What follows belongs to an exercise in optimizing a design on an open flow for small area; a production flow would make more cautious choices. The RTL was checked by simulation tests, not by an equivalence proof against the original design. No activity file was given, so power comes from the tool's default toggle rates.

==> flow/design.v <==
module gomoku(
    input        clk,
    input        rst,
    input        Btn0,
    output [3:0] VGA_R,     output [3:0] VGA_G,  output [3:0] VGA_B,
    output       VGA_HS,    output       VGA_VS,
    output [3:0] KeyPadRow, input  [3:0] KeyPadCol,
    output [7:0] Dot_row,
    output [7:0] Dot1_col,
    output [7:0] Dot2_col,
    output [6:0] HEX0,      output [6:0] HEX1
);
    reg [5:0] ph;
    always @(posedge clk or negedge rst) begin
        if (!rst) ph <= 6'd2;
        else      ph <= ph + 6'd1;
    end
    wire       en_vga = ~ph[0];
    wire       tick   = ph[1] & ph[0];
    wire [1:0] krow   = ph[3:2];
    wire [2:0] drow   = ph[5:3] + {2'b00, ph[2] & ph[1]};
    assign KeyPadRow = ~(4'b0001 << krow);
    assign Dot_row   = ~(8'b00000001 << drow);
    function ge5;                
        input [4:0] x;
        input [4:0] c;
        integer b;
        begin
            ge5 = 1'b1;
            for (b = 0; b < 5; b = b + 1)
                ge5 = c[b] ? (x[b] & ge5) : (x[b] | ge5);
        end
    endfunction
    function ge10;               
        input [9:0] x;
        input [9:0] c;
        integer b;
        begin
            ge10 = 1'b1;
            for (b = 0; b < 10; b = b + 1)
                ge10 = c[b] ? (x[b] & ge10) : (x[b] | ge10);
        end
    endfunction
    function [3:0] step4;
        input [3:0] x;
        input       en;
        input       dn;
        integer b;
        reg t;
        begin
            t = en;
            for (b = 0; b < 4; b = b + 1) begin
                step4[b] = x[b] ^ t;
                t = t & (x[b] ^ dn);
            end
        end
    endfunction
    wire key_any = (KeyPadCol != 4'b1111);
    reg [3:0] key_now;
    always @(*) begin
        key_now = 4'h0;
        case (krow)
            2'd0: key_now = !KeyPadCol[3] ? 4'h0 : !KeyPadCol[2] ? 4'h1 : !KeyPadCol[1] ? 4'h4 : 4'h7;
            2'd1: key_now = !KeyPadCol[3] ? 4'hA : !KeyPadCol[2] ? 4'h2 : !KeyPadCol[1] ? 4'h5 : 4'h8;
            2'd2: key_now = !KeyPadCol[3] ? 4'hB : !KeyPadCol[2] ? 4'h3 : !KeyPadCol[1] ? 4'h6 : 4'h9;
            2'd3: key_now = !KeyPadCol[3] ? 4'hF : !KeyPadCol[2] ? 4'hE : !KeyPadCol[1] ? 4'hD : 4'hC;
        endcase
    end
    wire [2:0] kc_now = (key_now == 4'h6) ? 3'd0 : (key_now == 4'h4) ? 3'd1 :
                        (key_now == 4'h2) ? 3'd2 : (key_now == 4'h8) ? 3'd3 :
                        (key_now == 4'h5) ? 3'd4 : 3'd5;
    reg [2:0] kst;           
    reg [2:0] kc;
    reg       ev1, ev2;
    always @(posedge clk or negedge rst) begin
        if (!rst) begin
            kst <= 3'd0;
            kc  <= 3'd0;
            ev1 <= 1'b0;
            ev2 <= 1'b0;
        end else if (tick) begin
            ev1 <= 1'b0;
            ev2 <= ev1;
            if (kst == 3'd0) begin
                if (key_any) begin
                    kst <= 3'd1;
                    kc  <= kc_now;
                    ev1 <= 1'b1;
                end
            end else if (kst == 3'd7) begin
                kst <= 3'd0;
            end else begin
                kst <= key_any ? 3'd1 : kst + 3'd1;
            end
        end
    end
    wire key_valid = tick & ev2;
    reg       cp;            
    reg       lp;            
    reg [1:0] place_result;
    reg       game_over;
    reg       turn_reset;
    reg       pending;       
    reg       btn0_prev;
    reg [3:0] cur_r, cur_c;
    reg       occ_reg;       
    reg       win1, win2;    
    wire      timeout_pulse;
    wire      occ_t_now;     
    reg [4:0] hc, hx, vc, vy;    
    reg [3:0] ust;           
    wire [3:0] tr, tc;       
    wire confirm  = (~Btn0 & btn0_prev) | (key_valid && kc == 3'd4);
    wire key_dir   = ~kc[2];
    wire do_move  = key_valid && !game_over && !pending && (ust == 4'd8);
    always @(posedge clk or negedge rst) begin
        if (!rst) begin
            cp           <= 1'b0;
            lp           <= 1'b0;
            place_result <= 2'b00;
            game_over    <= 1'b0;
            turn_reset   <= 1'b0;
            pending      <= 1'b0;
            btn0_prev    <= 1'b1;
            cur_r        <= 4'd0;
            cur_c        <= 4'd0;
            occ_reg      <= 1'b0;
        end else begin
            turn_reset <= 1'b0;
            btn0_prev  <= Btn0;
            lp         <= cp;
            if (pending) begin
                pending <= 1'b0;
                occ_reg <= 1'b1;
                if (lp ? win2 : win1) game_over <= 1'b1;
                else begin
                    cp         <= ~cp;
                    turn_reset <= 1'b1;
                end
            end
            if (do_move) occ_reg <= occ_t_now;
            if (!game_over && !pending) begin
                if (timeout_pulse) begin
                    cp           <= ~cp;
                    place_result <= 2'b00;
                    turn_reset   <= 1'b1;
                end
                if (key_valid && key_dir)
                    place_result <= 2'b00;
                if (do_move) begin
                    cur_r <= tr;
                    cur_c <= tc;
                end
                if (confirm) begin
                    if (!occ_reg) begin
                        pending      <= 1'b1;
                        place_result <= 2'b01;
                    end else begin
                        place_result <= 2'b10;
                    end
                end
            end
        end
    end
    reg [8:0] tcnt;
    reg [3:0] sec_t, sec_o;
    reg       tout;
    wire      tend = (tcnt == 9'h021);
    always @(posedge clk or negedge rst) begin
        if (!rst) begin
            tcnt  <= 9'd0;
            sec_t <= 4'd9;
            sec_o <= 4'd9;
            tout  <= 1'b0;
        end else begin
            tout <= 1'b0;
            if (turn_reset) begin
                tcnt  <= 9'd0;
                sec_t <= 4'd9;
                sec_o <= 4'd9;
            end else if (!game_over) begin
                if (tend) begin
                    tcnt <= 9'd0;
                    if (sec_t != 4'd0 || sec_o != 4'd0) begin
                        if (sec_o == 4'd0) begin
                            sec_o <= 4'd9;
                            sec_t <= sec_t - 4'd1;
                        end else begin
                            sec_o <= sec_o - 4'd1;
                        end
                        if (sec_t == 4'd0 && sec_o == 4'd1) tout <= 1'b1;
                    end
                end else begin
                    tcnt <= {tcnt[7:0], ~(tcnt[8] ^ tcnt[4])};
                end
            end
        end
    end
    assign timeout_pulse = tout;
    function [6:0] seg7;
        input [3:0] d;
        begin
        seg7[0] = ~((d[3]) | (d[2] & d[0]) | (~d[2] & ~d[0]) | (d[1]));
        seg7[1] = ~((~d[1] & ~d[0]) | (~d[2]) | (d[1] & d[0]));
        seg7[2] = (~d[2] & d[1] & ~d[0]);
        seg7[3] = (d[2] & ~d[1] & ~d[0]) | (~d[3] & ~d[2] & ~d[1] & d[0]) | (d[2] & d[1] & d[0]);
        seg7[4] = (d[2] & ~d[1]) | (d[0]);
        seg7[5] = (~d[2] & d[1]) | (~d[3] & ~d[2] & d[0]) | (d[1] & d[0]);
        seg7[6] = (~d[3] & ~d[2] & ~d[1]) | (d[2] & d[1] & d[0]);
        end
    endfunction
    assign HEX0 = seg7(sec_o);
    assign HEX1 = seg7(sec_t);
    reg  [255:0] occ, bp2;
    wire [255:0] occ_d, bp2_d;
    wire [15:0] rsel = 16'd1 << cur_r;
    wire [15:0] csel = 16'd1 << cur_c;
    wire wen = pending & ~occ_reg;
    genvar gi, gj;
    generate
        for (gi = 0; gi < 16; gi = gi + 1) begin : g_wr
            gk_setrow u_o (.rw(wen & rsel[gi]),      .c(csel), .q(occ[16*gi +: 16]), .d(occ_d[16*gi +: 16]));
            gk_setrow u_p (.rw(wen & cp & rsel[gi]), .c(csel), .q(bp2[16*gi +: 16]), .d(bp2_d[16*gi +: 16]));
        end
    endgenerate
    always @(posedge clk or negedge rst) begin
        if (!rst) begin
            occ <= 256'd0;
            bp2 <= 256'd0;
        end else begin
            occ <= occ_d;
            bp2 <= bp2_d;
        end
    end
    wire trig_key = tick && (kst == 3'd0) && key_any;
    wire [1:0] mv_now = kc_now[1:0];
    wire mv_ok = ~kc_now[2] &&
                 ((kc_now[1:0] == 2'd0) ? (cur_r != 4'd0) : (kc_now[1:0] == 2'd1) ? (cur_r != 4'd15) :
                  (kc_now[1:0] == 2'd2) ? (cur_c != 4'd0) : (cur_c != 4'd15));
    wire trig = trig_key & mv_ok;
    wire [3:0] s  = trig ? 4'd0 : ust;
    wire busy = trig | ((ust != 4'd0) && (ust != 4'd9));
    wire [1:0] m  = trig ? mv_now : kc[1:0];
    assign tr = step4(cur_r, ~m[1], ~m[0]);
    assign tc = step4(cur_c, m[1], ~m[0]);
    reg signed [4:0] k;
    always @(*) begin
        case (s)
            4'd0: k = -5'sd4;
            4'd1: k =  5'sd4;
            4'd2: k = -5'sd3;
            4'd3: k =  5'sd3;
            4'd4: k = -5'sd2;
            4'd5: k =  5'sd2;
            4'd6: k = (m == 2'd1) ?  5'sd1 : -5'sd1;
            4'd7: k = (m[1]) ?  5'sd1 : 5'sd0;
            default: k = (m == 2'd1) ? -5'sd1 : (m == 2'd0) ? 5'sd1 : 5'sd0;
        endcase
    end
    wire [4:0] ra  = {1'b0, tr} + k;
    wire [4:0] cd  = {1'b0, tc} + k;
    wire [4:0] ca  = {1'b0, tc} - k;
    wire row_ok = ~ra[4];
    wire [3:0] pa = busy ? ra[3:0] : vc[3:0];
    wire [15:0] pasel = 16'd1 << pa;
    wire [15:0] po, pq;
    generate
        for (gj = 0; gj < 16; gj = gj + 1) begin : g_port
            wire [15:0] col_o, col_q;
            for (gi = 0; gi < 16; gi = gi + 1) begin : g_b
                assign col_o[gi] = occ[16*gi + gj];
                assign col_q[gi] = bp2[16*gi + gj];
            end
            gk_sel16 u_o (.s(pasel), .d(col_o), .o(po[gj]));
            gk_sel16 u_q (.s(pasel), .d(col_q), .o(pq[gj]));
        end
    endgenerate
    wire [2:0] co, cq, cor, cqr;
    wire [3:0] nc = hc[4] ? 4'd0 : hc[3:0] + 4'd1;
    wire [3:0] va = busy ? tc : nc;
    gk_mux16 u_pv_o (.a(va),      .d(po), .o(cor[0]));
    gk_mux16 u_pv_q (.a(va),      .d(pq), .o(cqr[0]));
    gk_mux16 u_pd_o (.a(cd[3:0]), .d(po), .o(cor[1]));
    gk_mux16 u_pd_q (.a(cd[3:0]), .d(pq), .o(cqr[1]));
    gk_mux16 u_pa_o (.a(ca[3:0]), .d(po), .o(cor[2]));
    gk_mux16 u_pa_q (.a(ca[3:0]), .d(pq), .o(cqr[2]));
    wire [2:0] pk_ok = {row_ok & ~ca[4], row_ok & ~cd[4], row_ok};
    assign co = cor & pk_ok;
    assign cq = cqr & pk_ok;
    wire [5:0] cpk = {cq, co & ~cq};       
    reg [11:0] rx, ry;
    reg acc1, acc2;
    reg occ_t;
    integer e;
    wire [11:0] hwin;
    genvar gq;
    generate
        for (gq = 0; gq < 12; gq = gq + 1) begin : g_hw
            assign hwin[gq] = ge5({1'b0, tc}, gq) & ~ge5({1'b0, tc}, gq + 5);
        end
    endgenerate
    wire [15:0] tcsel = 16'd1 << tc;
    wire h1, h2;
    gk_run5 u_h1 (.m((po & ~pq) | tcsel), .w(hwin), .y(h1));
    gk_run5 u_h2 (.m(pq | tcsel),         .w(hwin), .y(h2));
    wire is_h = (k == 5'sd0);
    assign occ_t_now = ((s == 4'd8) && is_h) ? cor[0] : occ_t;
    wire first_n  = (s == 4'd6);
    wire s_first  = (s[3:1] == 3'd0);      
    wire second_n = (s == 4'd8 && !is_h) || (s == 4'd7 && m[1]);
    wire side_f   = (m == 2'd1);           
    reg [11:0] rx_d, ry_d;
    reg [5:0]  fin;                        
    reg [1:0]  rs, ro;
    reg        x1, x2;
    always @(*) begin
        for (e = 0; e < 6; e = e + 1) begin
            rs = side_f ? ry[2*e +: 2] : rx[2*e +: 2];
            ro = side_f ? rx[2*e +: 2] : ry[2*e +: 2];
            x1 = cpk[e] & (rs == 2'd3);
            x2 = cpk[e] ? (rs[1] | ro[1] | (rs[0] & ro[0])) : (ro == 2'd3);
            if (first_n) begin
                rx_d[2*e +: 2] = {x2, x1};
                ry_d[2*e +: 2] = {x2, x1};
            end else begin
                rx_d[2*e +: 2] = ry[2*e +: 2];
                ry_d[2*e +: 2] = {cpk[e] & ~s_first & (rx[2*e+1] ^ rx[2*e]), cpk[e] & (s_first | ~rx[2*e])};
            end
            fin[e] = second_n & (cpk[e] ? rx[2*e+1] : rx[2*e]);
        end
    end
    always @(posedge clk or negedge rst) begin
        if (!rst) begin
            ust   <= 4'd0;
            acc1  <= 1'b0;
            acc2  <= 1'b0;
            win1  <= 1'b0;
            win2  <= 1'b0;
            occ_t <= 1'b0;
            rx    <= 12'd0;
            ry    <= 12'd0;
        end else begin
            rx <= rx_d;
            ry <= ry_d;
            if (trig) begin
                ust  <= 4'd1;
                acc1 <= 1'b0;
                acc2 <= 1'b0;
            end else if (ust == 4'd9) begin
                ust  <= 4'd0;
                win1 <= acc1;
                win2 <= acc2;
            end else if (ust != 4'd0) begin
                ust <= ust + 4'd1;
            end
            if (busy) begin
                if (is_h) begin
                    occ_t <= cor[0];
                    if (h1) acc1 <= 1'b1;
                    if (h2) acc2 <= 1'b1;
                end
                if (|fin[2:0]) acc1 <= 1'b1;
                if (|fin[5:3]) acc2 <= 1'b1;
            end
        end
    end
    wire h_last = (hc == 5'd25) && (hx == 5'd3);      
    wire h_wrap = (hc == 5'd28) && (hx == 5'd15);     
    always @(posedge clk or negedge rst) begin
        if (!rst) begin
            hc <= 5'd25; hx <= 5'd4;
            vc <= 5'd18; vy <= 5'd5;
        end else if (en_vga) begin
            if (h_wrap) begin
                hc <= 5'd0; hx <= 5'd0;
            end else if (hx == 5'd27) begin
                hc <= hc + 5'd1; hx <= 5'd0;
            end else begin
                hx <= hx + 5'd1;
            end
            if (h_last) begin
                if (vc == 5'd18 && vy == 5'd20) begin
                    vc <= 5'd0; vy <= 5'd0;
                end else if (vy == 5'd27) begin
                    vc <= vc + 5'd1; vy <= 5'd0;
                end else begin
                    vy <= vy + 5'd1;
                end
            end
        end
    end
    wire h0 = (hc == 5'd25) && (hx == 5'd4);           
    wire hs_on = ge10({hc, hx}, {5'd20, 5'd1}) & ~ge10({hc, hx}, {5'd23, 5'd13});
    assign VGA_HS = ~hs_on;
    wire vs_on = h0 ? ((vc == 5'd16 && vy == 5'd27) || (vc == 5'd17 && vy == 5'd0))
                    : (vc == 5'd16 && (vy == 5'd26 || vy == 5'd27));
    assign VGA_VS = ~vs_on;
    wire left_border = ge10({hc, hx}, {5'd25, 5'd4});                  
    wire vis_x = left_border | ~ge10({hc, hx}, {5'd19, 5'd12});
    wire vis_y = ge10({vc, vy}, {5'd18, 5'd5}) | ~ge10({vc, vy}, {5'd16, 5'd16});
    wire visible  = vis_x & vis_y;
    wire in_board = ~hc[4] & ~vc[4];
    reg [1:0] vcur, vnxt;    
    wire nxt_ok = ~busy & ((~hc[4] & (hc[3:0] != 4'd15)) | left_border);
    wire pn_o = cor[0];
    wire pn_q = cqr[0];
    wire wr_nxt = wen & (cur_r == vc[3:0]) & (cur_c == nc);
    wire is_cursor = (vc[3:0] == cur_r) && (hc[3:0] == cur_c);
    wire wr_cur = wen & is_cursor;
    wire enter = en_vga & (h_wrap | (hx == 5'd27));
    wire [1:0] vnxt_d = (nxt_ok ? {pn_q, pn_o} : vnxt) | {wr_nxt & cp, wr_nxt};
    always @(posedge clk or negedge rst) begin
        if (!rst) begin
            vcur <= 2'b00;
            vnxt <= 2'b00;
        end else begin
            vnxt <= vnxt_d;
            vcur <= enter ? vnxt_d : (vcur | {wr_cur & cp, wr_cur});
        end
    end
    wire v_occ = vcur[0];
    wire v_p2  = vcur[1];
    wire grid_pixel = (hx == 5'd0) || (vy == 5'd0) || (hx == 5'd27) || (vy == 5'd27);
    wire in_stone   = ge5(hx, 5'd4) & ~ge5(hx, 5'd24) & ge5(vy, 5'd4) & ~ge5(vy, 5'd24);
    wire cur_outline = ~ge5(hx, 5'd2) | ~ge5(vy, 5'd2) | ge5(hx, 5'd26) | ge5(vy, 5'd26);
    wire cur_cross  = (ge5(hx, 5'd13) & ~ge5(hx, 5'd16) & ge5(vy, 5'd8) & ~ge5(vy, 5'd21)) |
                      (ge5(vy, 5'd13) & ~ge5(vy, 5'd16) & ge5(hx, 5'd8) & ~ge5(hx, 5'd21));
    reg [3:0] r_o, g_o, b_o;
    always @(*) begin
        r_o = 4'h0; g_o = 4'h0; b_o = 4'h0;
        if (visible) begin
            r_o = 4'hD; g_o = 4'h9; b_o = 4'h4;
            if (in_board) begin
                if (grid_pixel) begin
                    r_o = 4'h0; g_o = 4'h6; b_o = 4'h0;
                end
                if (v_occ && in_stone) begin
                    r_o = {4{v_p2}}; g_o = {4{v_p2}}; b_o = {4{v_p2}};
                end
                if (is_cursor && (cur_outline || cur_cross)) begin
                    r_o = {4{cp}}; g_o = {4{cp}}; b_o = {4{cp}};
                end
            end
        end
    end
    assign VGA_R = r_o;
    assign VGA_G = g_o;
    assign VGA_B = b_o;
    reg [7:0] pat1, pat2;
    reg [1:0] dcq;
    integer i;
    wire [1:0] rp = drow[1:0] ^ {2{drow[2]}};
    always @(*) begin
        for (i = 0; i < 8; i = i + 1) begin
            dcq = (i < 4) ? i : 7 - i;
            pat1[i] = (place_result[0] & ({1'b0, rp} + {1'b0, dcq} != 3'd4)) |
                      (place_result[1] & ((rp != dcq) || (dcq == 2'd0)));
        end
        pat2 = 8'b00000000;
        if (game_over) begin
            if (!cp) begin
                case (drow)
                    3'd7: pat2 = 8'b11110011;
                    3'd6: pat2 = 8'b11100011;
                    3'd5: pat2 = 8'b11000011;
                    3'd4: pat2 = 8'b11110011;
                    3'd3: pat2 = 8'b11110011;
                    3'd2: pat2 = 8'b11110011;
                    3'd1: pat2 = 8'b11000001;
                    3'd0: pat2 = 8'b11111111;
                endcase
            end else begin
                case (drow)
                    3'd7: pat2 = 8'b11100011;
                    3'd6: pat2 = 8'b11001101;
                    3'd5: pat2 = 8'b11111001;
                    3'd4: pat2 = 8'b11110011;
                    3'd3: pat2 = 8'b11100111;
                    3'd2: pat2 = 8'b11001111;
                    3'd1: pat2 = 8'b11000001;
                    3'd0: pat2 = 8'b11111111;
                endcase
            end
        end
    end
    assign Dot1_col = ~pat1;
    assign Dot2_col = ~pat2;
endmodule
module gk_setrow(
    input         rw,
    input  [15:0] c,
    input  [15:0] q,
    output [15:0] d
);
    genvar i;
    generate
        for (i = 0; i < 16; i = i + 1) begin : g
            gk_ao21 u (.a(rw), .b(c[i]), .c(q[i]), .y(d[i]));
        end
    endgenerate
endmodule
module gk_ao21(
    input  a,
    input  b,
    input  c,
    output y
);
    assign y = (a & b) | c;
endmodule
module gk_sel16(
    input  [15:0] s,
    input  [15:0] d,
    output        o
);
    wire a, b;
    gk_sel8 u0 (.s(s[7:0]),  .d(d[7:0]),  .o(a));
    gk_sel8 u1 (.s(s[15:8]), .d(d[15:8]), .o(b));
    assign o = a | b;
endmodule
module gk_sel8(
    input  [7:0] s,
    input  [7:0] d,
    output       o
);
    assign o = |(s & d);
endmodule
module gk_mux16(
    input  [3:0]  a,
    input  [15:0] d,
    output        o
);
    assign o = d[a];
endmodule
module gk_run5(
    input  [15:0] m,
    input  [11:0] w,
    output        y
);
    wire [14:0] p2 = m[14:0] & m[15:1];
    wire [12:0] p4 = p2[12:0] & p2[14:2];
    wire [11:0] p5 = p4[11:0] & m[15:4];
    assign y = |(p5 & w);
endmodule
==> flow/flow/run.sh <==
#!/bin/bash
# Layout flow: the standard ORFS flow (same config.mk, same steps and
# synthesis script) with three changes:
#   - ABC maps the logic with flow/abc.script (area oriented, no buffering)
#   - the port buffers are sky130_fd_sc_hd__buf_1
#   - clock tree synthesis inserts no dummy loads
# Each tool's full output is kept under orfs/logs; make's own output in make.log.
set -euo pipefail
W=$(pwd)
cat > "$W/flow_synth.tcl" <<EOS
proc abc {args} {
  set i [lsearch \$args -script]
  if {\$i >= 0} { lset args [expr {\$i + 1}] $W/flow/abc.script }
  yosys abc {*}\$args
}
source $W/synth_recipe.tcl
EOS
make -C "$FLOW_HOME" DESIGN_CONFIG="$W/config.mk" WORK_HOME="$W/orfs" CLKGATE_MAP_FILE= \
    SYNTH_SCRIPT="$W/flow_synth.tcl" \
    BUFFER_PORTS_ARGS="-buffer_cell sky130_fd_sc_hd__buf_1" \
    CTS_ARGS="-sink_clustering_enable -repair_clock_nets -sink_clustering_size 20 -sink_clustering_max_diameter 60 -buf_list {sky130_fd_sc_hd__clkbuf_8 sky130_fd_sc_hd__clkbuf_16} -dont_use_dummy_load" \
    finish > "$W/make.log" 2>&1
R="$W/orfs/results/$FLOW_PLATFORM/gomoku/base"
: # left out here: write the final layout as DEF
==> flow/flow/abc.script <==
strash
dc2
dch -f
amap
&get -n
&st
&dch -f
&nf -p -R 1000
&put
==> flow/standard.sh <==
#!/bin/bash
# synth_recipe.tcl (not shown) runs the flow's synth.tcl, then flattens the netlist and writes it again
# the make line also repeats each setting of config.mk as NAME=value (left out here)
make -C /OpenROAD-flow-scripts/flow DESIGN_CONFIG=/design/flow/config.mk WORK_HOME=/design/flow/orfs CLKGATE_MAP_FILE= SYNTH_SCRIPT=/design/flow/synth_recipe.tcl "${@:-finish}"
==> flow/config.mk <==
export PLATFORM = sky130hd
export DESIGN_NAME = gomoku
export DESIGN_NICKNAME = gomoku
export VERILOG_FILES = /design/flow/design.v
export SDC_FILE = /design/flow/constraint.sdc
export NUM_CORES = 8
export LEC_CHECK = 0
export ABC_AREA = 0
export CAP_MARGIN = 5
export CORE_MARGIN = 2
export CORE_UTILIZATION = 70
export SLEW_MARGIN = 5
==> flow/constraint.sdc <==
create_clock -name core_clock -period 12.0 [get_ports {clk}]
set_input_delay 2.4000 -clock core_clock [delete_from_list [all_inputs] [get_ports {clk}]]
set_output_delay 2.4000 -clock core_clock [all_outputs]
set_load 0.01 [all_outputs]
==> reports/qor.json, run 1 <==
{
  "clock-root-buffer": {"value": "sky130_fd_sc_hd__clkbuf_16"},
  "route.vias.total": {"value": 23321},
  "detail_route.vias_per_cell": {"value": 7.38},
  "fin_area": {"value": 0.0303, "unit": "mm2"},
  "drt-pass1-iter-count": {"value": 8},
  "holdBufCountCts": {"value": 0},
  "rsz0062_at_grt": {"value": "false"},
  "powerDensity": {"value": 203, "unit": "mW/mm2"},
  "finalSetupViolCount": {"value": 0},
  "top_cell_type_by_total_area_after_synthesis": {"value": "sky130_fd_sc_hd__dfrtp_1"},
  "p_total": {"value": 6.16, "unit": "mW"},
  "net-switching-power": {"value": 2.79, "unit": "mW"},
  "timing.critical_path.from_type": {"value": "input pin"},
  "detailedPlacementHpwl": {"value": 55300, "unit": "um"},
  "worstSetupPathType": {"value": "input pin to register"},
  "endpoint": {"value": "ry[3]"},
  "input_output_buffers": {"value": 62},
  "io_pins": {"value": 63},
  "antenna_violations_before_repair": {"value": 1},
  "synth_top_area_share": {"value": 54.2, "unit": "%"},
  "timing.critical_path.to_type": {"value": "register"},
  "fin_crit_sh": {"value": 93.9, "unit": "%"},
  "worst_skew_pair.late_latency": {"value": 0.61, "unit": "ns"},
  "cts_max_path_buffers": {"value": 3},
  "p_seq_share": {"value": 35.8, "unit": "%"},
  "dp.cells": {"value": 3120},
  "swShare": {"value": 45.4, "unit": "%"},
  "skew": {"value": 0.0513, "unit": "ns"},
  "layout_cells_sized_above_1": {"value": 5.35, "unit": "%"},
  "crit_path_max_fanout": {"value": 23},
  "cts_made_buffers": {"value": 42},
  "avgRoutedWirePerCell": {"value": 27.7, "unit": "um"},
  "postCtsSetupRepairBufs": {"value": 0},
  "max_freq": {"value": 88.7, "unit": "MHz"},
  "ys_seq_elements": {"value": 618},
  "die_height": {"value": 204, "unit": "um"},
  "globalRouteTotalUtil": {"value": 43.2, "unit": "%"},
  "core_region_area": {"value": 0.0395, "unit": "mm2"},
  "post_cts_resize_count": {"value": 0},
  "timing.rr.end": {"value": "ry[3]"},
  "rr_startpoint": {"value": "ph[2]"},
  "hold_path.class": {"value": "register to register"},
  "vias_in_the_first_global_route": {"value": 22896},
  "totalNegativeSetupSlack": {"value": 0, "unit": "ns"},
  "clk_transition_reported_paths": {"value": 0.08, "unit": "ns"},
  "die_outline_area": {"value": 0.0414, "unit": "mm2"},
  "postPlaceCellArea": {"value": 0.0292, "unit": "mm2"},
  "clock_sinks": {"value": 618},
  "areaGrowthSynthToFinish": {"value": 8.77, "unit": "%"},
  "period_needed": {"value": 11.27, "unit": "ns"},
  "crit_path_start": {"value": "KeyPadCol[2]"},
  "placement.setup.worst_slack": {"value": 0.442, "unit": "ns"},
  "worstPathRequired": {"value": 12.46, "unit": "ns"},
  "die_w": {"value": 204, "unit": "um"},
  "ys_types": {"value": 65},
  "hold_viol_final": {"value": 0},
  "worst_ir_drop_vdd": {"value": 0.269, "unit": "mV"},
  "synth_fp_nets": {"value": 2544},
  "total_leakage_power": {"value": 15.1, "unit": "nW"},
  "reg2reg_depth": {"value": 33},
  "timing_worst_slew_pin_value": {"value": 1.37, "unit": "ns"},
  "timing.critical_path.mode_cell": {"value": "sky130_fd_sc_hd__nand2_1"},
  "maxSlewHeadroom": {"value": 8.21, "unit": "%"},
  "async_reset_ff_share": {"value": 100, "unit": "%"},
  "replace_congestion": {"value": 1.02},
  "syn_area_per_cell": {"value": 11.2, "unit": "um2"},
  "max-cap-violations": {"value": 0},
  "drt.antenna.violating_nets": {"value": 0},
  "timing.reg2reg.setup_slack": {"value": 2.26, "unit": "ns"},
  "initial_utilization": {"value": 70.4, "unit": "%"},
  "crit_path_max_incr_delay": {"value": 0.89, "unit": "ns"},
  "hold_path_depth": {"value": 1},
  "yosys_warnings": {"value": 1},
  "largest_reg_flops": {"value": 257},
  "synth.yosys.seq_area_share": {"value": 55.6, "unit": "%"},
  "grt_start_max_net_pins": {"value": 175},
  "synth.cell_area": {"value": 0.0279, "unit": "mm2"},
  "grt_overflow": {"value": 0},
  "synth_enable_flop_cells": {"value": 0},
  "slew_viol_final": {"value": 0},
  "synth_top_cells_by_area": {"value": "sky130_fd_sc_hd__dfrtp_1 54%, sky130_fd_sc_hd__o21bai_1 8.7%, sky130_fd_sc_hd__a21o_1 5.8%"},
  "pwr-share-clk": {"value": 21.1, "unit": "%"},
  "placementRows": {"value": 73},
  "cell_internal_pwr": {"value": 3.36, "unit": "mW"},
  "synthesis.instances": {"value": 2490},
  "postRouteWirelength": {"value": 87700, "unit": "um"},
  "stdcell_count": {"value": 3162},
  "cpMaxStageDelayCell": {"value": "sky130_fd_sc_hd__mux2i_2"},
  "cts_tree": {"value": "yes"},
  "run_status": {"value": "complete, no violations"},
  "library_cell_with_the_highest_instance_count_after_synthesis": {"value": "sky130_fd_sc_hd__dfrtp_1"},
  "final.setup.worst_slack": {"value": 0.730, "unit": "ns"},
  "nets": {"value": 2693},
  "grt_first_pass_wirelength": {"value": 136000, "unit": "um"},
  "drt_iter0_markers": {"value": 3388},
  "postSynth.topFlopCell": {"value": "sky130_fd_sc_hd__dfrtp_1"},
  "drc": {"value": 0},
  "h_tree_level_count": {"value": 2},
  "synth.top_cells.by_count": {"value": "604 x sky130_fd_sc_hd__dfrtp_1, 324 x sky130_fd_sc_hd__o21bai_1, 214 x sky130_fd_sc_hd__a21o_1"},
  "worst-endpoint-arrival": {"value": 11.73, "unit": "ns"},
  "comb_power_share": {"value": 43.2, "unit": "%"},
  "antenna_cells": {"value": 0}
}
## power groups by stage
stage	registers [mW]	clock network, mW	logic, mW
after CTS	2.20	1.30	2.53
after detailed placement	2.24	0	2.52
final	2.20	1.30	2.66
after global routing	2.21	1.37	2.74
after floorplan	2.23	0	1.33
after global placement	2.24	0	2.48
## metrics by stage
stage	util [%]	hold slack (ns)
5_1_grt	76.6	0.466
6_report	76.6	0.458
3_3_place_gp	73.9	0.436
3_5_place_dp	73.9	0.443
2_1_floorplan	-	0.427
4_1_cts	76.6	0.460
## critical path, delay by kind of cell
kind	cells	cell delay (ns)
muxes	5	2.31
adders and majority gates	1	0.34
and+or+nand+nor	11	2.85
buffers and inverters	3	0.80
AOI/OAI and AO/OA	10	2.75
xor gates and xnor gates	2	0.26
## layer usage
| metal | up-vias | wire length, um | track usage, % |
|---|---|---|---|
| li1 | 9695 | - | - |
| met1 | 11566 | 32400 | 58.1 |
| met2 | 1663 | 39500 | 65.6 |
| met3 | 395 | 10900 | 11.4 |
| met4 | 2 | 4800 | 22.4 |
| met5 | - | 17 | 0 |
## how the worst min path moves through the flow
| stage | start | end |
|---|---|---|
| 2_1_floorplan | occ[0] | occ[0] |
| 3_3_place_gp | occ[13] | occ[13] |
| 3_5_place_dp | occ[212] | occ[212] |
| 4_1_cts | occ[145] | occ[145] |
| 5_1_grt | occ[13] | occ[13] |
| 6_report | occ[145] | occ[145] |
## logic make-up (layout without fill, tap and decap cells)
family / Yosys count / after routing / synth area share [%]
AO/OA/AOI/OAI: 1022 / 1022 / 27.1
AND/OR/NAND/NOR: 648 / 648 / 10.8
flip-flops: 618 / 618 / 55.6
buffers and inverters: 67 / 214 / 1.10
XOR/XNOR: 51 / 51 / 1.60
adder cells (fa/ha/maj): 47 / 47 / 2.19
multiplexers: 37 / 37 / 1.56
## area by class of cell
class / instances / area, um2
tap: 525 / 657
fill: 2603 / 9250
clock buffer: 42 / 1050
sequential: 618 / 15500
multi-input combinational: 1805 / 12200
inverter: 52 / 195
timing repair buffer: 120 / 697
## placed cells by master (no fill, tap or decap), types with 15 or more instances in the layout
master	count
sky130_fd_sc_hd__dfrtp_1	604
sky130_fd_sc_hd__o21bai_1	324
sky130_fd_sc_hd__a21o_1	214
sky130_fd_sc_hd__nand2_1	206
sky130_fd_sc_hd__nor2_1	157
sky130_fd_sc_hd__a22oi_1	111
sky130_fd_sc_hd__a21oi_1	77
sky130_fd_sc_hd__o21ai_0	74
sky130_fd_sc_hd__a222oi_1	68
sky130_fd_sc_hd__nand3_1	62
sky130_fd_sc_hd__buf_1	61
sky130_fd_sc_hd__buf_4	56
sky130_fd_sc_hd__clkinv_1	52
sky130_fd_sc_hd__nand4_1	50
sky130_fd_sc_hd__ha_1	44
sky130_fd_sc_hd__clkbuf_16	42
sky130_fd_sc_hd__xnor2_1	32
sky130_fd_sc_hd__nor3_1	31
sky130_fd_sc_hd__a22o_1	26
sky130_fd_sc_hd__mux2i_1	20
sky130_fd_sc_hd__xor2_1	19
sky130_fd_sc_hd__and3_1	18
sky130_fd_sc_hd__nand2b_1	18
sky130_fd_sc_hd__nor2b_1	17
sky130_fd_sc_hd__a31oi_1	16
sky130_fd_sc_hd__nor2_4	16
sky130_fd_sc_hd__a221oi_1	15
sky130_fd_sc_hd__o22ai_1	15
==> run 2: changes to the inputs <==
--- a/flow/flow/run.sh
+++ b/flow/flow/run.sh
@@ -18,7 +18,7 @@
 make -C "$FLOW_HOME" DESIGN_CONFIG="$W/config.mk" WORK_HOME="$W/orfs" CLKGATE_MAP_FILE= \
     SYNTH_SCRIPT="$W/flow_synth.tcl" \
     BUFFER_PORTS_ARGS="-buffer_cell sky130_fd_sc_hd__buf_1" \
-    CTS_ARGS="-sink_clustering_enable -repair_clock_nets -sink_clustering_size 20 -sink_clustering_max_diameter 60 -buf_list {sky130_fd_sc_hd__clkbuf_8 sky130_fd_sc_hd__clkbuf_16} -dont_use_dummy_load" \
+    CTS_ARGS="-sink_clustering_enable -repair_clock_nets -sink_clustering_size 8 -sink_clustering_max_diameter 40 -buf_list sky130_fd_sc_hd__clkbuf_4 -dont_use_dummy_load" \
     finish > "$W/make.log" 2>&1
 R="$W/orfs/results/$FLOW_PLATFORM/gomoku/base"
 : # left out here: write the final layout as DEF
==> reports/qor.json, run 2 <==
{
  "clk_transition_reported_paths": {"value": 0.08, "unit": "ns", "change": "about the same"},
  "holdBufCountCts": {"value": 0, "change": "unchanged"},
  "drt.antenna.violating_nets": {"value": 0, "change": "unchanged"},
  "async_reset_ff_share": {"value": 100, "unit": "%", "change": "unchanged"},
  "hold_path.class": {"value": "register to register", "change": "unchanged"},
  "ys_types": {"value": 65, "change": "unchanged"},
  "worstSetupPathType": {"value": "input pin to register", "change": "unchanged"},
  "worstPathRequired": {"value": 12.72, "unit": "ns", "change": "was 12.46 ns"},
  "finalSetupViolCount": {"value": 0, "change": "unchanged"},
  "run_status": {"value": "complete, no violations", "change": "unchanged"},
  "post_cts_resize_count": {"value": 0, "change": "unchanged"},
  "comb_power_share": {"value": 45.1, "unit": "%", "change": "was 43.2%"},
  "cpMaxStageDelayCell": {"value": "sky130_fd_sc_hd__mux2i_2", "change": "unchanged"},
  "clock_sinks": {"value": 618, "change": "unchanged"},
  "skew": {"value": 0.0839, "unit": "ns", "change": "was 0.0513 ns"},
  "net-switching-power": {"value": 2.80, "unit": "mW", "change": "was 2.79 mW"},
  "synth_top_area_share": {"value": 54.2, "unit": "%", "change": "unchanged"},
  "timing.critical_path.mode_cell": {"value": "sky130_fd_sc_hd__nand2_1", "change": "unchanged"},
  "grt_first_pass_wirelength": {"value": 136000, "unit": "um", "change": "about the same"},
  "synth_enable_flop_cells": {"value": 0, "change": "unchanged"},
  "postSynth.topFlopCell": {"value": "sky130_fd_sc_hd__dfrtp_1", "change": "unchanged"},
  "max_freq": {"value": 91.3, "unit": "MHz", "change": "was 88.7 MHz"},
  "grt_start_max_net_pins": {"value": 175, "change": "unchanged"},
  "powerDensity": {"value": 197, "unit": "mW/mm2", "change": "was 203 mW/mm2"},
  "worst_skew_pair.late_latency": {"value": 0.86, "unit": "ns", "change": "was 0.61 ns"},
  "synth.top_cells.by_count": {"value": "604 x sky130_fd_sc_hd__dfrtp_1, 324 x sky130_fd_sc_hd__o21bai_1, 214 x sky130_fd_sc_hd__a21o_1", "change": "unchanged"},
  "h_tree_level_count": {"value": 3, "change": "was 2"},
  "placementRows": {"value": 73, "change": "unchanged"},
  "crit_path_max_incr_delay": {"value": 0.89, "unit": "ns", "change": "about the same"},
  "timing_worst_slew_pin_value": {"value": 1.40, "unit": "ns", "change": "was 1.37 ns"},
  "input_output_buffers": {"value": 62, "change": "unchanged"},
  "drc": {"value": 0, "change": "unchanged"},
  "slew_viol_final": {"value": 0, "change": "unchanged"},
  "io_pins": {"value": 63, "change": "unchanged"},
  "synthesis.instances": {"value": 2490, "change": "unchanged"},
  "pwr-share-clk": {"value": 17.5, "unit": "%", "change": "was 21.1%"},
  "swShare": {"value": 47.5, "unit": "%", "change": "was 45.4%"},
  "p_seq_share": {"value": 37.3, "unit": "%", "change": "was 35.8%"},
  "worst_ir_drop_vdd": {"value": 0.274, "unit": "mV", "change": "was 0.269 mV"},
  "detail_route.vias_per_cell": {"value": 7.33, "change": "was 7.38"},
  "detailedPlacementHpwl": {"value": 55300, "unit": "um", "change": "unchanged"},
  "cell_internal_pwr": {"value": 3.10, "unit": "mW", "change": "was 3.36 mW"},
  "rsz0062_at_grt": {"value": "false", "change": "unchanged"},
  "mostFrequentLayoutCells": {"value": "604 x sky130_fd_sc_hd__dfrtp_1, 324 x sky130_fd_sc_hd__o21bai_1, 214 x sky130_fd_sc_hd__a21o_1", "change": "unchanged"},
  "postCtsSetupRepairBufs": {"value": 0, "change": "unchanged"},
  "core_region_area": {"value": 0.0395, "unit": "mm2", "change": "unchanged"},
  "period_needed": {"value": 10.96, "unit": "ns", "change": "was 11.27 ns"},
  "vias_in_the_first_global_route": {"value": 23255, "change": "was 22896"},
  "ys_seq_elements": {"value": 618, "change": "unchanged"},
  "yosys_warnings": {"value": 1, "change": "unchanged"},
  "nets": {"value": 2744, "change": "was 2693"},
  "worst-endpoint-arrival": {"value": 11.68, "unit": "ns", "change": "was 11.73 ns"},
  "route.vias.total": {"value": 23556, "change": "was 23321"},
  "die_outline_area": {"value": 0.0414, "unit": "mm2", "change": "unchanged"},
  "initial_utilization": {"value": 70.4, "unit": "%", "change": "unchanged"},
  "synth.yosys.seq_area_share": {"value": 55.6, "unit": "%", "change": "unchanged"},
  "layout_cells_sized_above_1": {"value": 7.14, "unit": "%", "change": "was 5.35%"},
  "areaGrowthSynthToFinish": {"value": 7.52, "unit": "%", "change": "was 8.77%"},
  "postRouteWirelength": {"value": 88000, "unit": "um", "change": "was 87700 um"},
  "avgRoutedWirePerCell": {"value": 27.4, "unit": "um", "change": "was 27.7 um"},
  "syn_area_per_cell": {"value": 11.2, "unit": "um2", "change": "unchanged"},
  "final.setup.worst_slack": {"value": 1.04, "unit": "ns", "change": "was 0.730 ns"},
  "synth_fp_nets": {"value": 2544, "change": "unchanged"},
  "most_frequent_standard_cell_in_the_layout_excluding_fill_and_tap_cells": {"value": "sky130_fd_sc_hd__dfrtp_1", "change": "unchanged"},
  "drt-pass1-iter-count": {"value": 9, "change": "was 8"},
  "hold_viol_final": {"value": 0, "change": "unchanged"},
  "cts_tree": {"value": "yes", "change": "unchanged"},
  "timing.critical_path.from_type": {"value": "input pin", "change": "unchanged"},
  "maxSlewHeadroom": {"value": 6.73, "unit": "%", "change": "was 8.21%"},
  "largest_reg_flops": {"value": 257, "change": "unchanged"},
  "cts_made_buffers": {"value": 93, "change": "was 42"},
  "drt_iter0_markers": {"value": 3350, "change": "was 3388"},
  "antenna_violations_before_repair": {"value": 2, "change": "was 1"},
  "synth_top_cells_by_area": {"value": "sky130_fd_sc_hd__dfrtp_1 54%, sky130_fd_sc_hd__o21bai_1 8.7%, sky130_fd_sc_hd__a21o_1 5.8%", "change": "unchanged"},
  "die_height": {"value": 204, "unit": "um", "change": "unchanged"},
  "fin_crit_sh": {"value": 91.3, "unit": "%", "change": "was 93.9%"},
  "crit_path_max_fanout": {"value": 23, "change": "unchanged"},
  "replace_congestion": {"value": 1.02, "change": "unchanged"},
  "max-cap-violations": {"value": 0, "change": "unchanged"},
  "totalNegativeSetupSlack": {"value": 0, "unit": "ns", "change": "unchanged"},
  "clock-root-buffer": {"value": "sky130_fd_sc_hd__clkbuf_4", "change": "was sky130_fd_sc_hd__clkbuf_16"},
  "placement.setup.worst_slack": {"value": 0.442, "unit": "ns", "change": "unchanged"},
  "die_w": {"value": 204, "unit": "um", "change": "unchanged"},
  "globalRouteTotalUtil": {"value": 43.5, "unit": "%", "change": "was 43.2%"},
  "top_cell_type_by_total_area_after_synthesis": {"value": "sky130_fd_sc_hd__dfrtp_1", "change": "unchanged"},
  "grt_overflow": {"value": 0, "change": "unchanged"},
  "timing.critical_path.to_type": {"value": "register", "change": "unchanged"},
  "total_leakage_power": {"value": 15.0, "unit": "nW", "change": "was 15.1 nW"},
  "cts_max_path_buffers": {"value": 3, "change": "unchanged"},
  "synth.cell_area": {"value": 0.0279, "unit": "mm2", "change": "unchanged"},
  "library_cell_with_the_highest_instance_count_after_synthesis": {"value": "sky130_fd_sc_hd__dfrtp_1", "change": "unchanged"}
}
-- run 2: final timing paths --
check / startpoint / endpoint / slack [ns] / cells past startpoint
hold reg to reg: occ[179] / occ[179] / 0.46 / 1
setup reg to reg: ph[2] / ry[3] / 2.29 / 33
max in group asynchronous: rst / occ[252] / 7.87 / 3
setup / recovery: KeyPadCol[2] / ry[3] / 1.04 / 32
min in group asynchronous: rst / bp2[240] / 1.62 / 1
hold / removal: occ[179] / occ[179] / 0.46 / 1
-- run 2: cell type report --
class	instances	area, um2
repair buffers	120	697
multi-input cells	1805	12200
fillers	2685	9590
inverters	52	195
clock buffers	93	698
diodes	2	5.00
well taps	525	657
flip-flops and latches	618	15500
-- run 2: metal layers --
metal / part of all wire (%) / vias to the layer above / global-route usage [%]
met5: 0 / - / 0
met3: 13 / 412 / 13.1
li1: - / 9827 / -
met2: 45 / 1722 / 64.7
met4: 5.3 / 0 / 23.2
met1: 37 / 11595 / 58.3
-- run 2: metrics by stage --
| step | hold WS [ns] | instances | power, mW | instance area (um2) | utilization, % |
|---|---|---|---|---|---|
| floorplan | 0.427 | 2490 | 3.55 | 27900 | - |
| global placement | 0.436 | 3120 | 4.71 | 29200 | 73.9 |
| detailed placement | 0.443 | 3120 | 4.76 | 29200 | 73.9 |
| CTS | 0.459 | 3213 | 5.77 | 29900 | 75.7 |
| global route | 0.470 | 3215 | 6.08 | 30000 | 75.7 |
| finish | 0.458 | 3215 | 5.90 | 30000 | 75.7 |
-- run 2: worst max-delay path, delay by kind of cell --
kind / cells / cell delay, ns
AO/OA/AOI/OAI: 10 / 3.25
AND/OR/NAND/NOR: 11 / 2.59
multiplexers: 5 / 2.18
buffers and inverters: 3 / 0.64
adder cells (fa/ha/maj): 1 / 0.34
XOR/XNOR: 2 / 0.25
-- run 2: power by group through the flow --
stage / clock (mW) / sequential [mW] / combinational, mW
final: 1.03 / 2.20 / 2.66
after global routing: 1.12 / 2.21 / 2.75
after CTS: 1.04 / 2.20 / 2.53
after detailed placement: 0 / 2.24 / 2.52
after global placement: 0 / 2.24 / 2.48
after floorplan: 0 / 2.23 / 1.33
-- run 2: cells by family after synthesis --
kind of cell | Yosys count | share of synthesized area [%]
xor+xnor | 51 | 1.60
simple gates | 648 | 10.8
buf+inv | 67 | 1.10
fa+ha+maj | 47 | 2.19
mux | 37 | 1.56
compound gates | 1022 | 27.1
flops | 618 | 55.6
==> run 3: changes to the inputs <==
==> flow/flow/abc.script (replaced) <==
strash
dc2
dch -f
amap
&get -n
&st
&syn3
&dch -f
&nf -p -R 1000 -C 32 -F 8
&put
==> reports/qor.json, run 3 <==
{
  "die_outline_area": {"value": 0.0411, "unit": "mm2", "change": "was 0.0414 mm2"},
  "postRouteWirelength": {"value": 85600, "unit": "um", "change": "was 88000 um"},
  "run_status": {"value": "complete, no violations", "change": "unchanged"},
  "async_reset_ff_share": {"value": 100, "unit": "%", "change": "unchanged"},
  "powerDensity": {"value": 212, "unit": "mW/mm2", "change": "was 197 mW/mm2"},
  "postSynth.topFlopCell": {"value": "sky130_fd_sc_hd__dfrtp_1", "change": "unchanged"},
  "avgRoutedWirePerCell": {"value": 27.0, "unit": "um", "change": "was 27.4 um"},
  "postCtsSetupRepairBufs": {"value": 0, "change": "unchanged"},
  "fin_crit_sh": {"value": 89.7, "unit": "%", "change": "was 91.3%"},
  "nets": {"value": 2702, "change": "was 2744"},
  "route.vias.total": {"value": 23022, "change": "was 23556"},
  "worst-endpoint-arrival": {"value": 11.47, "unit": "ns", "change": "was 11.68 ns"},
  "synth_enable_flop_cells": {"value": 0, "change": "unchanged"},
  "totalNegativeSetupSlack": {"value": 0, "unit": "ns", "change": "unchanged"},
  "synth.top_cells.by_count": {"value": "604 x sky130_fd_sc_hd__dfrtp_1, 274 x sky130_fd_sc_hd__o21bai_1, 249 x sky130_fd_sc_hd__a21o_1", "change": "was 604 x sky130_fd_sc_hd__dfrtp_1, 324 x sky130_fd_sc_hd__o21bai_1, 214 x sky130_fd_sc_hd__a21o_1"},
  "synth.yosys.seq_area_share": {"value": 56.0, "unit": "%", "change": "was 55.6%"},
  "cts_tree": {"value": "yes", "change": "unchanged"},
  "period_needed": {"value": 10.76, "unit": "ns", "change": "was 10.96 ns"},
  "drt_iter0_markers": {"value": 3061, "change": "was 3350"},
  "library_cell_with_the_highest_instance_count_after_synthesis": {"value": "sky130_fd_sc_hd__dfrtp_1", "change": "unchanged"},
  "skew": {"value": 0.120, "unit": "ns", "change": "was 0.0839 ns"},
  "synthesis.instances": {"value": 2439, "change": "was 2490"},
  "clk_transition_reported_paths": {"value": 0.09, "unit": "ns", "change": "was 0.08 ns"},
  "dp.cells": {"value": 3071, "change": "was 3120"},
  "ys_seq_elements": {"value": 618, "change": "unchanged"},
  "top_cell_type_by_total_area_after_synthesis": {"value": "sky130_fd_sc_hd__dfrtp_1", "change": "unchanged"},
  "crit_path_start": {"value": "KeyPadCol[2]", "change": "unchanged"},
  "cpMaxStageDelayCell": {"value": "sky130_fd_sc_hd__o21ai_0", "change": "was sky130_fd_sc_hd__mux2i_2"},
  "largest_reg_flops": {"value": 257, "change": "unchanged"},
  "placementRows": {"value": 72, "change": "was 73"},
  "grt_overflow": {"value": 0, "change": "unchanged"},
  "synth_fp_nets": {"value": 2493, "change": "was 2544"},
  "crit_path_max_incr_delay": {"value": 0.68, "unit": "ns", "change": "was 0.89 ns"},
  "timing_worst_slew_pin_value": {"value": 1.23, "unit": "ns", "change": "was 1.40 ns"},
  "layout.core_utilization": {"value": 76.6, "unit": "%", "change": "was 75.7%"},
  "nFillCells": {"value": 2592, "change": "was 2685"},
  "cts_max_path_buffers": {"value": 3, "change": "unchanged"},
  "layout_cells_sized_above_1": {"value": 7.75, "unit": "%", "change": "was 7.14%"},
  "maxSlewHeadroom": {"value": 17.4, "unit": "%", "change": "was 6.73%"},
  "cts_made_buffers": {"value": 93, "change": "unchanged"},
  "worstSetupPathType": {"value": "input pin to register", "change": "unchanged"},
  "worst_hold_path_startpoint": {"value": "occ[13]", "change": "was occ[179]"},
  "synth_top_cells_by_area": {"value": "sky130_fd_sc_hd__dfrtp_1 55%, sky130_fd_sc_hd__o21bai_1 7.4%, sky130_fd_sc_hd__a21o_1 6.8%", "change": "was sky130_fd_sc_hd__dfrtp_1 54%, sky130_fd_sc_hd__o21bai_1 8.7%, sky130_fd_sc_hd__a21o_1 5.8%"},
  "p_total": {"value": 6.30, "unit": "mW", "change": "was 5.90 mW"},
  "ys_types": {"value": 63, "change": "was 65"},
  "clock_sinks": {"value": 618, "change": "unchanged"},
  "finalSetupViolCount": {"value": 0, "change": "unchanged"},
  "detailedPlacementHpwl": {"value": 54700, "unit": "um", "change": "was 55300 um"},
  "synth_top_area_share": {"value": 54.7, "unit": "%", "change": "was 54.2%"},
  "worstPathRequired": {"value": 12.71, "unit": "ns", "change": "was 12.72 ns"},
  "areaGrowthSynthToFinish": {"value": 7.68, "unit": "%", "change": "was 7.52%"},
  "input_output_buffers": {"value": 62, "change": "unchanged"},
  "io_pins": {"value": 63, "change": "unchanged"},
  "antenna_violations_before_repair": {"value": 2, "change": "unchanged"},
  "timing.critical_path.to_type": {"value": "register", "change": "unchanged"},
  "h_tree_level_count": {"value": 3, "change": "unchanged"},
  "replace_congestion": {"value": 0.952, "change": "was 1.02"},
  "detail_route.vias_per_cell": {"value": 7.26, "change": "was 7.33"},
  "mostFrequentLayoutCells": {"value": "604 x sky130_fd_sc_hd__dfrtp_1, 274 x sky130_fd_sc_hd__o21bai_1, 249 x sky130_fd_sc_hd__a21o_1", "change": "was 604 x sky130_fd_sc_hd__dfrtp_1, 324 x sky130_fd_sc_hd__o21bai_1, 214 x sky130_fd_sc_hd__a21o_1"},
  "drt-pass1-iter-count": {"value": 10, "change": "was 9"},
  "slew_viol_final": {"value": 0, "change": "unchanged"},
  "post_cts_resize_count": {"value": 0, "change": "unchanged"},
  "holdBufCountCts": {"value": 0, "change": "unchanged"},
  "vias_in_the_first_global_route": {"value": 23014, "change": "was 23255"},
  "clock-root-buffer": {"value": "sky130_fd_sc_hd__clkbuf_4", "change": "unchanged"},
  "stdcell_count": {"value": 3171, "change": "was 3215"},
  "yosys_warnings": {"value": 1, "change": "unchanged"},
  "max-cap-violations": {"value": 0, "change": "unchanged"},
  "rsz0062_at_grt": {"value": "false", "change": "unchanged"},
  "crit_path_max_fanout": {"value": 12, "change": "was 23"},
  "globalRouteTotalUtil": {"value": 42.5, "unit": "%", "change": "was 43.5%"},
  "total_leakage_power": {"value": 15.2, "unit": "nW", "change": "was 15.0 nW"},
  "drc": {"value": 0, "change": "unchanged"},
  "final.hold.worst_slack": {"value": 0.460, "unit": "ns", "change": "was 0.458 ns"},
  "timing.critical_path.from_type": {"value": "input pin", "change": "unchanged"},
  "drt.antenna.violating_nets": {"value": 0, "change": "unchanged"},
  "max_freq": {"value": 92.9, "unit": "MHz", "change": "was 91.3 MHz"},
  "die_height": {"value": 203, "unit": "um", "change": "was 204 um"},
  "worst_skew_pair.late_latency": {"value": 0.88, "unit": "ns", "change": "was 0.86 ns"},
  "worst_ir_drop_vdd": {"value": 0.356, "unit": "mV", "change": "was 0.274 mV"},
  "hold_viol_final": {"value": 0, "change": "unchanged"},
  "initial_utilization": {"value": 71.2, "unit": "%", "change": "was 70.4%"},
  "die_w": {"value": 203, "unit": "um", "change": "was 204 um"},
  "core_region_area": {"value": 0.0388, "unit": "mm2", "change": "was 0.0395 mm2"},
  "most_frequent_standard_cell_in_the_layout_excluding_fill_and_tap_cells": {"value": "sky130_fd_sc_hd__dfrtp_1", "change": "unchanged"},
  "hold_path.class": {"value": "register to register", "change": "unchanged"},
  "timing.critical_path.mode_cell": {"value": "sky130_fd_sc_hd__o21ai_0", "change": "was sky130_fd_sc_hd__nand2_1"},
  "synth.cell_area": {"value": 0.0276, "unit": "mm2", "change": "was 0.0279 mm2"},
  "syn_area_per_cell": {"value": 11.3, "unit": "um2", "change": "was 11.2 um2"},
  "grt_first_pass_wirelength": {"value": 133000, "unit": "um", "change": "was 136000 um"},
  "grt_start_max_net_pins": {"value": 175, "change": "unchanged"},
  "rr_startpoint": {"value": "ph[1]", "change": "was ph[2]"}
}
==> run 3: kinds of logic after synthesis <==
family	after synthesis	share of synthesized area [%]
AO/OA/AOI/OAI	962	25.9
flip-flops	618	56.0
AND/OR/NAND/NOR	643	10.6
multiplexers	53	2.49
XOR/XNOR	54	1.71
buffers and inverters	62	1.05
adder cells (fa/ha/maj)	47	2.21
==> run 3: power by group <==
part / total [mW] / internal [mW] / switching (mW)
Clock: 1.03 / 0.354 / 0.677
Combinational: 2.96 / 0.735 / 2.23
Sequential: 2.31 / 2.17 / 0.138
Total: 6.30 / 3.26 / 3.04
==> run 3: through the flow <==
step | area (um2) | worst slack, ns
CTS | 29700 | 1.49
detailed placement | 29000 | 0.648
global route | 29800 | 0.608
global placement | 29000 | 1.15
floorplan | 27600 | 2.09
finish | 29800 | 1.24
==> run 3: final timing paths <==
check / end / slack (ns) / cells past startpoint
setup reg to reg: ry[5] / 1.95 / 30
min in group asynchronous: sec_o[1] / 1.59 / 1
setup / recovery: ry[5] / 1.24 / 31
hold reg to reg: occ[13] / 0.46 / 1
max in group asynchronous: occ[40] / 8.04 / 3
hold / removal: occ[13] / 0.46 / 1
==> run 3: critical path: cells and delay by family <==
kind	cells	cell delay, ns
AOI/OAI and AO/OA	9	2.76
xor gates and xnor gates	1	0.15
adders and majority gates	1	0.33
buffers and inverters	5	0.82
muxes	3	1.61
and+or+nand+nor	12	3.38
==> run 3: layer usage <==
layer  global-route usage [%]  vias up  routed length, um
li1                         -     9640                  -
met1                     57.0    11367              32300
met2                     64.0     1640              38500
met3                     11.9      375              10000
met4                     22.4        0               4840
met5                        0        -                  0
==> run 3: cell type report <==
| cell class | count | area, um2 | share of cell area (%) |
|---|---|---|---|
| Clock buffer | 93 | 698 | 2.35 |
| Inverter | 47 | 176 | 0.593 |
| Timing Repair Buffer | 129 | 764 | 2.57 |
| Multi-Input combinational cell | 1759 | 12000 | 40.2 |
| Sequential cell | 618 | 15500 | 52.0 |
| Tap cell | 518 | 648 | 2.18 |
| Antenna cell | 7 | 17.5 | 0.0589 |
==> run 4: changes to the inputs <==
--- a/flow/config.mk
+++ b/flow/config.mk
@@ -8,5 +8,5 @@
 export ABC_AREA = 0
 export CAP_MARGIN = 5
 export CORE_MARGIN = 2
-export CORE_UTILIZATION = 70
+export CORE_UTILIZATION = 60
 export SLEW_MARGIN = 5
==> reports/qor.json, run 4 <==
{
  "detailedPlacementHpwl": {"value": 56400, "unit": "um", "change": "was 54700 um"},
  "replace_congestion": {"value": 0.930, "change": "was 0.952"},
  "seqCellArea": {"value": 0.0155, "unit": "mm2", "change": "unchanged"},
  "fin_crit_sh": {"value": 88.3, "unit": "%", "change": "was 89.7%"},
  "max_freq": {"value": 94.3, "unit": "MHz", "change": "was 92.9 MHz"},
  "skew": {"value": 0.135, "unit": "ns", "change": "was 0.120 ns"},
  "finalSetupViolCount": {"value": 0, "change": "unchanged"},
  "fin_area": {"value": 0.0299, "unit": "mm2", "change": "was 0.0298 mm2"},
  "cts_made_buffers": {"value": 98, "change": "was 93"},
  "nets": {"value": 2700, "change": "was 2702"},
  "postPlaceCellArea": {"value": 0.0291, "unit": "mm2", "change": "was 0.0290 mm2"},
  "areaGrowthSynthToFinish": {"value": 8.10, "unit": "%", "change": "was 7.68%"},
  "slew_viol_final": {"value": 0, "change": "unchanged"},
  "globalRouteTotalUtil": {"value": 37.5, "unit": "%", "change": "was 42.5%"},
  "vias_in_the_first_global_route": {"value": 22145, "change": "was 23014"},
  "synth_top_cells_by_area": {"value": "sky130_fd_sc_hd__dfrtp_1 55%, sky130_fd_sc_hd__o21bai_1 7.4%, sky130_fd_sc_hd__a21o_1 6.8%", "change": "unchanged"},
  "p_total": {"value": 6.42, "unit": "mW", "change": "was 6.30 mW"},
  "synthesis.instances": {"value": 2439, "change": "unchanged"},
  "ys_types": {"value": 63, "change": "unchanged"},
  "clk_transition_reported_paths": {"value": 0.09, "unit": "ns", "change": "about the same"},
  "avgRoutedWirePerCell": {"value": 27.0, "unit": "um", "change": "about the same"},
  "die_outline_area": {"value": 0.0478, "unit": "mm2", "change": "was 0.0411 mm2"},
  "synth.top_cells.by_count": {"value": "604 x sky130_fd_sc_hd__dfrtp_1, 274 x sky130_fd_sc_hd__o21bai_1, 249 x sky130_fd_sc_hd__a21o_1", "change": "unchanged"},
  "cts_max_path_buffers": {"value": 3, "change": "unchanged"},
  "timing.critical_path.to_type": {"value": "register", "change": "unchanged"},
  "hold_viol_final": {"value": 0, "change": "unchanged"},
  "drt-pass1-iter-count": {"value": 6, "change": "was 10"},
  "synth_fp_nets": {"value": 2493, "change": "unchanged"},
  "worst_skew_pair.late_latency": {"value": 0.92, "unit": "ns", "change": "was 0.88 ns"},
  "powerDensity": {"value": 215, "unit": "mW/mm2", "change": "was 212 mW/mm2"},
  "input_output_buffers": {"value": 62, "change": "unchanged"},
  "postSynth.topFlopCell": {"value": "sky130_fd_sc_hd__dfrtp_1", "change": "unchanged"},
  "clock-root-buffer": {"value": "sky130_fd_sc_hd__clkbuf_4", "change": "unchanged"},
  "synth_enable_flop_cells": {"value": 0, "change": "unchanged"},
  "holdBufCountCts": {"value": 0, "change": "unchanged"},
  "multi_input_comb_area": {"value": 0.0120, "unit": "mm2", "change": "about the same"},
  "core_region_area": {"value": 0.0454, "unit": "mm2", "change": "was 0.0388 mm2"},
  "grt_first_pass_wirelength": {"value": 135000, "unit": "um", "change": "was 133000 um"},
  "period_needed": {"value": 10.60, "unit": "ns", "change": "was 10.76 ns"},
  "initial_utilization": {"value": 60.9, "unit": "%", "change": "was 71.2%"},
  "layout_cells_sized_above_1": {"value": 7.83, "unit": "%", "change": "was 7.75%"},
  "async_reset_ff_share": {"value": 100, "unit": "%", "change": "unchanged"},
  "postRouteWirelength": {"value": 87600, "unit": "um", "change": "was 85600 um"},
  "mostFrequentLayoutCells": {"value": "604 x sky130_fd_sc_hd__dfrtp_1, 274 x sky130_fd_sc_hd__o21bai_1, 249 x sky130_fd_sc_hd__a21o_1", "change": "unchanged"},
  "io_pins": {"value": 63, "change": "unchanged"},
  "drt.antenna.violating_nets": {"value": 0, "change": "unchanged"},
  "detail_route.vias_per_cell": {"value": 6.94, "change": "was 7.26"},
  "crit_path_max_fanout": {"value": 15, "change": "was 12"},
  "cpMaxStageDelayCell": {"value": "sky130_fd_sc_hd__a211oi_1", "change": "was sky130_fd_sc_hd__o21ai_0"},
  "ys_seq_elements": {"value": 618, "change": "unchanged"},
  "die_w": {"value": 219, "unit": "um", "change": "was 203 um"},
  "max-cap-violations": {"value": 0, "change": "unchanged"},
  "clock_sinks": {"value": 618, "change": "unchanged"},
  "rsz0062_at_grt": {"value": "false", "change": "unchanged"},
  "largest_reg_flops": {"value": 257, "change": "unchanged"},
  "placementRows": {"value": 78, "change": "was 72"},
  "hold_path.class": {"value": "register to register", "change": "unchanged"},
  "worst_ir_drop_vdd": {"value": 0.298, "unit": "mV", "change": "was 0.356 mV"},
  "die_height": {"value": 219, "unit": "um", "change": "was 203 um"},
  "grt_start_max_net_pins": {"value": 177, "change": "was 175"},
  "final.hold.worst_slack": {"value": 0.455, "unit": "ns", "change": "was 0.460 ns"},
  "syn_area_per_cell": {"value": 11.3, "unit": "um2", "change": "unchanged"},
  "postCtsSetupRepairBufs": {"value": 0, "change": "unchanged"},
  "synth_top_area_share": {"value": 54.7, "unit": "%", "change": "unchanged"},
  "top_cell_type_by_total_area_after_synthesis": {"value": "sky130_fd_sc_hd__dfrtp_1", "change": "unchanged"},
  "totalNegativeSetupSlack": {"value": 0, "unit": "ns", "change": "unchanged"},
  "synth.cell_area": {"value": 0.0276, "unit": "mm2", "change": "unchanged"},
  "worst-endpoint-arrival": {"value": 11.34, "unit": "ns", "change": "was 11.47 ns"},
  "worstSetupPathType": {"value": "input pin to register", "change": "unchanged"},
  "most_frequent_standard_cell_in_the_layout_excluding_fill_and_tap_cells": {"value": "sky130_fd_sc_hd__dfrtp_1", "change": "unchanged"},
  "drc": {"value": 0, "change": "unchanged"},
  "timing_worst_slew_pin_value": {"value": 1.25, "unit": "ns", "change": "was 1.23 ns"},
  "h_tree_level_count": {"value": 3, "change": "unchanged"},
  "timing.critical_path.from_type": {"value": "input pin", "change": "unchanged"},
  "total_leakage_power": {"value": 15.2, "unit": "nW", "change": "about the same"},
  "drt_iter0_markers": {"value": 2842, "change": "was 3061"},
  "grt_overflow": {"value": 0, "change": "unchanged"},
  "run_status": {"value": "complete, no violations", "change": "unchanged"},
  "worstPathRequired": {"value": 12.74, "unit": "ns", "change": "was 12.71 ns"},
  "crit_path_max_incr_delay": {"value": 0.71, "unit": "ns", "change": "was 0.68 ns"},
  "nFillCells": {"value": 3576, "change": "was 2592"},
  "route.vias.total": {"value": 22529, "change": "was 23022"},
  "synth.yosys.seq_area_share": {"value": 56.0, "unit": "%", "change": "unchanged"},
  "yosys_warnings": {"value": 1, "change": "unchanged"},
  "maxSlewHeadroom": {"value": 16.1, "unit": "%", "change": "was 17.4%"},
  "antenna_violations_before_repair": {"value": 3, "change": "was 2"},
  "post_cts_resize_count": {"value": 0, "change": "unchanged"},
  "timing.critical_path.mode_cell": {"value": "sky130_fd_sc_hd__o21ai_0", "change": "unchanged"},
  "library_cell_with_the_highest_instance_count_after_synthesis": {"value": "sky130_fd_sc_hd__dfrtp_1", "change": "unchanged"},
  "cts_tree": {"value": "yes", "change": "unchanged"}
}
==> run 4: cells by family after synthesis <==
logic type	synth area share, %
AO/OA/AOI/OAI	25.9
AND/OR/NAND/NOR	10.6
flip-flops	56.0
buffers and inverters	1.05
XOR/XNOR	1.71
multiplexers	2.49
adder cells (fa/ha/maj)	2.21
==> run 4: area by class of cell <==
cell class / count / share of cell area (%)
multi-input cells: 1759 / 40.2
diodes: 4 / 0.0335
inverters: 47 / 0.591
clock buffers: 98 / 2.46
well taps: 600 / 2.51
repair buffers: 122 / 2.42
flip-flops and latches: 618 / 51.8
==> run 4: worst paths after layout <==
path	startpoint	end	slack, ns	depth (start not counted)
max in group asynchronous	rst	bp2[241]	8.03	3
worst min-delay path	acc2	win2	0.45	1
min in group asynchronous	rst	hc[2]	1.59	1
worst max register to register	ph[1]	ry[5]	2.21	31
worst max-delay path	KeyPadCol[2]	ry[5]	1.40	32
worst min register to register	acc2	win2	0.45	1
==> run 4: per-layer routing <==
layer	GRT usage, %	share of wire, %
met1	52.3	41
met2	57.2	46
met3	8.39	9.7
met4	15.6	4.1
met5	0	0
==> run 4: stage by stage <==
step           std cells  utilization, %  setup WS (ns)
2_1_floorplan       2439               -           2.09
3_3_place_gp        3146            64.2          0.926
3_5_place_dp        3146            64.2          0.674
4_1_cts             3244            65.8           1.62
5_1_grt             3248            65.8          0.803
6_report            3248            65.8           1.40
==> run 4: worst max-delay path, delay by kind of cell <==
family / cells / cell delay (ns)
AOI/OAI and AO/OA: 12 / 3.50
xor gates and xnor gates: 1 / 0.17
adders and majority gates: 1 / 0.33
buffers and inverters: 4 / 0.59
muxes: 2 / 0.98
and+or+nand+nor: 12 / 3.34
==> run 4: report_power, final <==
part / leakage, nW / internal (mW) / switching, mW / total, mW
Combinational: 6.32 / 0.735 / 2.31 / 3.04
Sequential: 8.47 / 2.17 / 0.150 / 2.32
Clock: 0.451 / 0.372 / 0.685 / 1.06

-- port drivers added, routing unchanged --
The flow's constraints put no driver on any port. The routed layouts listed below were extracted and timed again, unchanged, in two steps.
Step 1, drivers: a clkbuf_16 drives clk and a buf_2 each remaining input, both assumed.
Step 2 adds t to the input delays and takes it off the output delays; t is the mean of the earliest and latest rising clock arrival at the registers after step 1. Input paths then give back, and output paths get back, about the clock's delay inside the block.
Three values: ideal, step 1, step 2; two values: the first two.
| run | shift t [ns] | setup WS [ns] | worst setup path after step 2 |
|---|---|---|---|
| run 1 | 0.644 | 0.730 / 0.766 / 0.122 | input to register |
| run 2 | 0.870 | 1.041 / 1.071 / 0.201 | input to register |
| run 3 | 0.884 | 1.237 / 1.274 / 0.390 | input to register |
| run 4 | 0.883 | 1.399 / 1.430 / 0.547 | input to register |
After both steps setup and hold are still met in every run listed. For run 4, which loses most, drivers alone change the setup slack by +0.031 ns; drivers and shift together by -0.852 ns.
